Background: an optimization exercise with open tools, aiming at small area and a short achievable clock period. Do not read the settings as production practice.
The RTL was checked by simulation tests, not by an equivalence proof against the original design.
Power and IR drop assume default switching activity.

red:
==> flow/design.v <==
`timescale 1ns / 1ps
module pfx_add #(parameter W = 16, parameter L = 4) (    
    input  logic [W-1:0] a,
    input  logic [W-1:0] b,
    input  logic         cin,
    output logic [W-1:0] p,       
    output logic [W:0]   c        
);
    logic [W-1:0] g [0:L];
    logic [W-1:0] q [0:L];
    assign p = a ^ b;
    always_comb begin
        g[0] = a;
        q[0] = p;
        g[0][0] = p[0] ? cin : a[0];
        q[0][0] = 1'b0;
        for (int l = 0; l < L; l++) begin
            for (int k = 0; k < W; k++) begin
                if (((k >> l) & 1) == 1) begin
                    g[l+1][k] = q[l][k] ? g[l][((k >> l) << l) - 1] : g[l][k];
                    q[l+1][k] = q[l][k] & q[l][((k >> l) << l) - 1];
                end else begin
                    g[l+1][k] = g[l][k];
                    q[l+1][k] = q[l][k];
                end
            end
        end
        c[0] = cin;
        for (int k = 0; k < W; k++) c[k+1] = g[L][k];
    end
endmodule
`timescale 1ns / 1ps
module alu_instrmem_top(input clk,
        input reset,
        output [7:0] imem_addr,
        input [15:0] imem_data,
        output [9:0] dmem_addr,
        output [15:0] dmem_wdata,
        output dmem_we,
        input [15:0] dmem_rdata,
        output logic ovf_ctrl,
        output logic take_branch
    );
    wire [15:0] i = imem_data;
    wire [2:0] ra = i[9:7];
    wire [2:0] rb = i[4:2];
    wire f0 = i[15:13] == 3'b000;
    wire f2 = i[15:13] == 3'b010;
    wire f4 = i[15:13] == 3'b100;
    wire f6 = i[15:13] == 3'b110;
    wire f7 = i[15:13] == 3'b111;
    wire is_lw   = f2;
    wire is_sw   = f6 & (i[1:0] == 2'b00);
    wire is_beqz = f6 & (i[1:0] == 2'b01);
    wire is_bnez = f7;
    wire is_add  = f4 & (i[11:10] == 2'b01) & (i[1:0] == 2'b10);
    wire is_srai = f4 & (i[11:10] == 2'b01) & (i[1:0] == 2'b01);
    wire is_lgc  = f4 & (i[11:10] == 2'b11) & (i[6:5] != 2'b00);
    wire is_andi = f4 & (i[11:10] == 2'b10);
    wire is_addi = f0 & (i[1:0] == 2'b01);
    wire is_slli = f0 & (i[1:0] == 2'b10);
    wire we = is_lw | is_add | is_srai | is_lgc | is_andi | is_addi | is_slli;
    wire [2:0] wa = i[14] ? rb : ra;
    logic [15:0] R [0:7];
    logic [7:0] valid;
    logic [15:0] wd;
    always_ff @(posedge clk or posedge reset)
        if (reset) valid <= 8'd0;
        else if (we) valid[wa] <= 1'b1;
    always_ff @(posedge clk)
        if (we) R[wa] <= wd;
    wire [5:0] imm6 = {i[12], i[6:2]};
    logic [15:0] A, b;
    always_comb begin
        A = 16'd0;
        b = i[15] ? 16'd0 : {{10{i[12]}}, imm6};
        for (int k = 0; k < 8; k++) begin
            if (ra == k && valid[k]) A = A | R[k];
            if (rb == k && valid[k] && i[15]) b = b | R[k];
        end
    end
    wire [4:0] imm5 = {i[5], i[12], i[11:10], i[6]};
    logic [4:0] ap;
    logic [5:0] ac;
    pfx_add #(5, 3) addr_add (.a(A[6:2]), .b(imm5), .cin(1'b0), .p(ap), .c(ac));
    wire [4:0] alo = ap ^ ac[4:0];
    wire [2:0] ahi = A[9:7] + {2'b00, ac[5]};
    assign dmem_addr = {ahi, alo, A[1:0]};
    wire ovf_mem = ~A[15] & (&A[14:7]) & ac[5];
    logic [15:0] P;
    logic [16:0] C;
    pfx_add #(16, 4) main_add (.a(A), .b(b), .cin(1'b0), .p(P), .c(C));
    wire [15:0] sum = P ^ C[15:0];
    wire ovf_alu = ~P[15] & (C[15] ^ A[15]);
    assign ovf_ctrl = ((is_lw | is_sw) & ovf_mem) | ((is_add | is_addi) & ovf_alu);
    logic [15:0] lg;
    always_comb
        if (!i[10]) lg = {10'd0, A[5:0] & imm6};   
        else case (i[6:5])
            2'b11: lg = A & ~P;                     
            2'b10: lg = A | P;                      
            default: lg = P;                        
        endcase
    wire [5:0] sh = imm6;
    logic [15:0] Ar, x, y, yr;
    always_comb for (int k = 0; k < 16; k++) Ar[k] = A[15-k];
    assign x = i[15] ? A : Ar;                  
    wire fill = i[15] & A[15];
    wire [31:0] xs = {{16{fill}}, x} >> sh[3:0];
    assign y = (sh[5:4] != 2'b00) ? {16{fill}} : xs[15:0];
    always_comb for (int k = 0; k < 16; k++) yr[k] = y[15-k];
    always_comb
        if (i[14]) wd = dmem_rdata;                 
        else if (!i[15]) wd = i[1] ? yr : sum;      
        else if (!i[11]) wd = i[1] ? sum : y;       
        else wd = lg;                               
    assign dmem_we = is_sw;
    assign dmem_wdata = b;                      
    wire az = A == 16'd0;
    assign take_branch = (is_beqz & az) | (is_bnez & ~az);
    wire [7:0] off = {i[12], i[6:5], i[2], i[11:10], i[4:3]};
    wire [7:0] inc = take_branch ? off : 8'd1;
    logic [7:0] pc;
    always_ff @(posedge clk or posedge reset)
        if (reset) pc <= 8'd0;
        else pc <= pc + inc;
    assign imem_addr = pc;
endmodule
==> flow/config.mk <==
export PLATFORM = sky130hd
export DESIGN_NAME = alu_instrmem_top
export DESIGN_NICKNAME = alu_instrmem_top
export VERILOG_FILES = /design/flow/design.v
export SDC_FILE = /design/flow/constraint.sdc
export NUM_CORES = 4
export LEC_CHECK = 0
export CAP_MARGIN = 20
export CORE_MARGIN = 2
export CORE_UTILIZATION = 60
export SETUP_SLACK_MARGIN = 4
export SLEW_MARGIN = 20
export TNS_END_PERCENT = 0
==> flow/constraint.sdc <==
create_clock -name core_clock -period 10.0 [get_ports {clk}]
set_input_delay 2.0000 -clock core_clock [delete_from_list [all_inputs] [get_ports {clk}]]
set_output_delay 2.0000 -clock core_clock [all_outputs]
set_load 0.01 [all_outputs]
standard.sh (not shown) runs the stock make flow with config.mk's settings and CLKGATE_MAP_FILE= SYNTH_SCRIPT=/design/flow/synth_recipe.tcl, a recipe that flattens the netlist after the stock synthesis.
==> flow/flow/run.sh <==
#!/bin/bash
# Own layout flow: the standard synthesis, then the standard ORFS layout
# with port buffers that start at the smallest buffer (timing repair upsizes
# the ones that matter), a clock tree built from mid-size clock buffers
# without dummy loads. Each step's full output goes to a log file here.
set -euo pipefail
bash standard.sh synth > synth.log 2>&1
bash standard.sh \
  "BUFFER_PORTS_ARGS=-buffer_cell sky130_fd_sc_hd__buf_1" \
  "CTS_ARGS=-sink_clustering_enable -repair_clock_nets -dont_use_dummy_load -buf_list {sky130_fd_sc_hd__clkbuf_4 sky130_fd_sc_hd__clkbuf_8}" \
  finish > layout.log 2>&1
red: done, clean on timing, DRC and antenna
--- input diff red..blue ---
# red
export LEC_CHECK = 0
export CAP_MARGIN = 20
export CORE_MARGIN = 2
export CORE_UTILIZATION = 60
export SETUP_SLACK_MARGIN = 4
export SLEW_MARGIN = 20
export TNS_END_PERCENT = 0
create_clock -name core_clock -period 10.0 [get_ports {clk}]
# blue
export LEC_CHECK = 0
export CAP_MARGIN = 20
export CORE_MARGIN = 2
export CORE_UTILIZATION = 40
export SETUP_SLACK_MARGIN = 4
export SLEW_MARGIN = 20
export TNS_END_PERCENT = 0
create_clock -name core_clock -period 10.0 [get_ports {clk}]
[summary]
Compared with red, blue shows count of buffers added by post-CTS timing repair for setup that has gone down by more than 10%.
blue: tap cell instance count higher than red
The launch point of the worst path comes out imem_data[4] in one run and imem_data[15] in the other, namely in red and blue respectively.
Count of H-tree levels built during CTS: red vs blue, no meaningful difference
blue vs red: finished layout cell area down slightly
Summary: final wirelength, blue better than red
Relative to red, the cell count measured on blue has increased by a few percent.
Against red, blue comes in 19 points lower on met2 demand-to-capacity share in global routing.

* * *

## main
RTL: the design.v shown in full above, as it stands there.
clock: 10.0 ns
lec_check: 0
cap_margin: 20
core_margin: 2
core_utilization: 40
setup_slack_margin: 4
slew_margin: 20
tns_end_percent: 5
run.sh (not shown) runs the stock make flow with config.mk's settings and CLKGATE_MAP_FILE= SYNTH_SCRIPT=/design/flow/synth_recipe.tcl, a recipe that flattens the netlist after the stock synthesis.
Stock flow here: none of the scripts above is used.
The inputs of the feature branch differ from those of main as listed below.
Settings: TNS_END_PERCENT changed from 5 to 0.
## What came out
- Of the feature branch and main, it is the feature branch that has the lower final wirelength.
- In the tables for main and the feature branch, combinational group share of total power reads higher with main.
- Summary — combinational power, the feature branch relative to main: lower, by about 3%.
- In the feature branch the met3 track utilization from global routing turned out 0.81 points lower than in main.
- | number of inserted filler cells in the final layout | the feature branch vs main | 1.6% higher |
- Going from main to the feature branch, final design utilization now sits lower, multiplexer share of the synthesized area now sits at about the same level.

* * *

== exp/xenon ==
Another version of the RTL of alu_instrmem_top (not shown whole).
Size: about 1400 cells after synthesis, ~71 I/O pins.
Design alu_instrmem_top, start of the top module:
module alu_instrmem_top(input clk,
        input reset,
        output [7:0] imem_addr,
        input [15:0] imem_data,
        output [9:0] dmem_addr,
        output [15:0] dmem_wdata,
        output dmem_we,
        input [15:0] dmem_rdata,
        output logic ovf_ctrl,
        output logic take_branch
    );
    wire [15:0] i = imem_data;
    wire [2:0] ra = i[9:7];
    wire [2:0] rb = i[4:2];
    wire f0 = i[15:13] == 3'b000;
    wire f2 = i[15:13] == 3'b010;
    wire f4 = i[15:13] == 3'b100;
    wire f6 = i[15:13] == 3'b110;
    wire f7 = i[15:13] == 3'b111;
    wire is_lw   = f2;
    wire is_sw   = f6 & (i[1:0] == 2'b00);
    wire is_beqz = f6 & (i[1:0] == 2'b01);
    wire is_bnez = f7;
    wire is_add  = f4 & (i[11:10] == 2'b01) & (i[1:0] == 2'b10);
    wire is_srai = f4 & (i[11:10] == 2'b01) & (i[1:0] == 2'b01);
    wire is_lgc  = f4 & (i[11:10] == 2'b11) & (i[6:5] != 2'b00);
    wire is_andi = f4 & (i[11:10] == 2'b10);
    wire is_addi = f0 & (i[1:0] == 2'b01);
    wire is_slli = f0 & (i[1:0] == 2'b10);
    wire we = is_lw | is_add | is_srai | is_lgc | is_andi | is_addi | is_slli;
    wire [2:0] wa = i[14] ? rb : ra;
    logic [15:0] R [0:7];
    logic [7:0] valid;
    logic [15:0] wd;
    always_ff @(posedge clk or posedge reset)
        if (reset) valid <= 8'd0;
        else if (we) valid[wa] <= 1'b1;
    always_ff @(posedge clk)
        if (we) R[wa] <= wd;
    wire [5:0] imm6 = {i[12], i[6:2]};
    logic [15:0] A, b;
    logic g0_main, g0_addr;
    always_comb begin
        b = i[15] ? 16'd0 : {{10{i[12]}}, imm6};
        for (int k = 0; k < 8; k++)
            if (rb == k && valid[k] && i[15]) b = b | R[k];
        A = 16'd0;
        g0_main = 1'b0;
        g0_addr = 1'b0;
        for (int k = 0; k < 8; k++)
            if (ra == k && valid[k]) begin
                A = A | R[k];
                g0_main = g0_main | (R[k][0] & b[0]);
                g0_addr = g0_addr | (R[k][2] & i[6]);
            end
    end
    wire [4:0] imm5 = {i[5], i[12], i[11:10], i[6]};
  ...
clock: 10.0 ns
lec_check: 0
abc_area: 1
cap_margin: 20
core_margin: 2
core_utilization: 40
setup_slack_margin: 4
slew_margin: 20
tns_end_percent: 0
standard.sh (not shown) runs the stock make flow with config.mk's settings and CLKGATE_MAP_FILE= SYNTH_SCRIPT=/design/flow/synth_recipe.tcl, a recipe that flattens the netlist after the stock synthesis.
==> flow/flow/run.sh <==
#!/bin/bash
# Own layout flow: the standard synthesis, then the standard ORFS layout
# with port buffers that start at the smallest buffer (timing repair upsizes
# the ones that matter), a clock tree built from mid-size clock buffers
# without dummy loads, and setup repair by cell sizing, pin swaps and buffering
# (no cloned gates). Each step's full output goes to a
# log file here.
set -euo pipefail
bash standard.sh synth > synth.log 2>&1
bash standard.sh \
  "BUFFER_PORTS_ARGS=-buffer_cell sky130_fd_sc_hd__buf_1" \
  "CTS_ARGS=-sink_clustering_enable -repair_clock_nets -dont_use_dummy_load -buf_list {sky130_fd_sc_hd__clkbuf_4 sky130_fd_sc_hd__clkbuf_8}" \
  "SETUP_MOVE_SEQUENCE=unbuffer,sizeup,swap,buffer" \
  finish > layout.log 2>&1
exp/xenon: done, clean on timing, DRC and antenna
#### Input delta (exp/maple over exp/xenon)
Settings: a change of CORE_UTILIZATION from 40 to 55; an added SYNTH_MINIMUM_KEEP_SIZE of 0; a deleted ABC_AREA that had been 1; an added SYNTH_HIERARCHICAL of 1.
--- a/flow/flow/run.sh
+++ b/flow/flow/run.sh
@@ -5,2 +5,2 @@
-# without dummy loads, and setup repair by cell sizing, pin swaps and buffering
-# (no cloned gates). Each step's full output goes to a
+# without dummy loads, and setup repair by cell sizing and pin swaps only
+# (no inserted buffers or cloned gates). Each step's full output goes to a
@@ -13 +13 @@
-  "SETUP_MOVE_SEQUENCE=unbuffer,sizeup,swap,buffer" \
+  "SETUP_MOVE_SEQUENCE=unbuffer,sizeup,swap" \
Findings:
Violation count after the first detailed-route iteration ends up lower on exp/xenon.
For cell total after placement, dividing the value from exp/xenon by the value from exp/maple gives 1.6.
The die area number comes out lower for exp/maple vs exp/xenon.
Depth of the critical timing path with buffers and inverters included (lower): exp/maple
Comparing exp/xenon and exp/maple, the lower initial core utilization is on exp/xenon.
Between exp/xenon and exp/maple, total length of routed met3 wires is lower for exp/xenon, exp/maple comes in above that.
First-pass GRT wire length shrinks by more than 10% when moving from exp/xenon to exp/maple.
Reported for exp/xenon and exp/maple, count of antenna diodes in the layout turned out identical to the last digit.
exp/maple vs exp/xenon: number of nets produced by synthesis down
Input-level comparison between exp/amber and exp/maple:
Settings: SYNTH_MINIMUM_KEEP_SIZE removed (was 0); CORE_UTILIZATION changed from 55 to 40; SYNTH_HIERARCHICAL removed (was 1).
--- a/flow/flow/run.sh
+++ b/flow/flow/run.sh
@@ -5,3 +5 @@
-# without dummy loads, and setup repair by cell sizing and pin swaps only
-# (no inserted buffers or cloned gates). Each step's full output goes to a
-# log file here.
+# without dummy loads. Each step's full output goes to a log file here.
@@ -13 +10,0 @@
-  "SETUP_MOVE_SEQUENCE=unbuffer,sizeup,swap" \
### Flow results
exp/amber supports a higher top clock frequency than exp/maple.
Power: exp/amber worse than exp/maple
Met3 wire length, exp/amber vs exp/maple: down by a little under 10%
What exp/delta does differently from exp/amber at the input level:
Settings: putting SYNTH_MINIMUM_KEEP_SIZE at 0 where nothing was set; putting SYNTH_HIERARCHICAL at 1 where nothing was set; putting ABC_AREA at 1 where nothing was set.
--- a/flow/flow/run.sh
+++ b/flow/flow/run.sh
@@ -5 +5,3 @@
-# without dummy loads. Each step's full output goes to a log file here.
+# without dummy loads, and setup repair by cell sizing and pin swaps only
+# (no inserted buffers or cloned gates). Each step's full output goes to a
+# log file here.
@@ -10,0 +13 @@
+  "SETUP_MOVE_SEQUENCE=unbuffer,sizeup,swap" \
Notes after the runs:
Note that the filler-free cell count of the finished design recorded for exp/delta amounts to 1.2 times the value seen in exp/amber.
Delta (exp/delta minus exp/amber): worst slack on hold paths increased 9.2 ps, switching power as a share of total power decreased 1.8 points, total power decreased 18%.

* * *

Another version of the RTL of alu_instrmem_top (not shown whole).
Size in the first run: ~850 cells after synthesis.
clock: 10.0 ns
lec_check: 0
cap_margin: 20
core_margin: 2
core_utilization: 50
setup_slack_margin: 4
slew_margin: 20
synth_hierarchical: 1
synth_minimum_keep_size: 0
tns_end_percent: 0
==> flow/flow/run.sh <==
#!/bin/bash
# Own layout flow: the standard synthesis, then the standard ORFS layout
# with port buffers that start at the smallest buffer (timing repair upsizes
# the ones that matter), a clock tree built from mid-size clock buffers
# without dummy loads, and setup repair by cell sizing and pin swaps only
# (no inserted buffers or cloned gates). Each step's full output goes to a
# log file here.
set -euo pipefail
bash standard.sh synth > synth.log 2>&1
bash standard.sh \
  "BUFFER_PORTS_ARGS=-buffer_cell sky130_fd_sc_hd__buf_1" \
  "CTS_ARGS=-sink_clustering_enable -repair_clock_nets -dont_use_dummy_load -buf_list {sky130_fd_sc_hd__clkbuf_4 sky130_fd_sc_hd__clkbuf_8}" \
  "SETUP_MOVE_SEQUENCE=unbuffer,sizeup,swap" \
  finish > layout.log 2>&1
Then changed:
Settings changed: CORE_UTILIZATION 50 to 40, PLACE_DENSITY set to 0.75.
Via count increases slightly.
Area after synthesis stays the same.
Die area went up by a quarter to a third.
Routed wire length fell slightly.
Cell count grows by a few percent.
Worst setup slack gets better by 0.071 ns.
Design area rises slightly.
Global-route usage goes down by 7.3 points.
Sequential share of layout area drops by 0.30 points.
Then changed:
Settings changed: PLACE_DENSITY 0.75 to unset.
Maximum frequency rose by about 1.5%.
Clock-buffer cell count is unchanged.
Total power increases by about 1.1%.
Via count went down by about 1.6%.
Setup slack improves by 0.11 ns.
Area after synthesis stays the same.
Clock skew climbs by 0.013 ns.

==> re-timing with driven ports <==
How much do the figures lean on ideal ports? The routed layouts below were timed once more, with nothing changed but the port constraints. Step 1 assumes that a clkbuf_16 drives the clock port and a buf_2 every other input. Step 2 adds t to the input delays and takes it off the output delays; t is the mean of the earliest and latest rising clock arrival at the registers after step 1. Input paths then give back, and output paths get back, about the clock's delay inside the block. Slacks: ideal ports / drivers / drivers and shift; pairs: ideal ports / drivers.
run	t, ns	slack for setup (ns)	worst register clock-pin slew, ns
red	0.483	2.944 / 2.879 / 2.879	0.09 / 0.09
blue	0.485	2.876 / 2.745 / 2.745	0.10 / 0.10
main	0.484	2.899 / 2.827 / 2.617	0.07 / 0.07
the feature branch	0.482	2.924 / 2.887 / 2.887	0.07 / 0.07
exp/xenon	0.490	3.672 / 3.621 / 3.621	0.10 / 0.10
exp/maple	0.490	2.493 / 2.457 / 2.457	0.09 / 0.09
exp/amber	0.480	2.930 / 2.765 / 2.765	0.08 / 0.08
exp/delta	0.480	2.907 / 2.870 / 2.870	0.08 / 0.08
the first run of note 4	0.488	2.494 / 2.460 / 2.460	0.10 / 0.10
the second run of note 4	0.483	2.565 / 2.507 / 2.507	0.09 / 0.09
the third run of note 4	0.480	2.674 / 2.608 / 2.608	0.10 / 0.10
After both steps setup and hold are still met in every run listed. The setup slack of main, which loses most, moves by -0.072 ns with the drivers and by -0.282 ns with both steps.
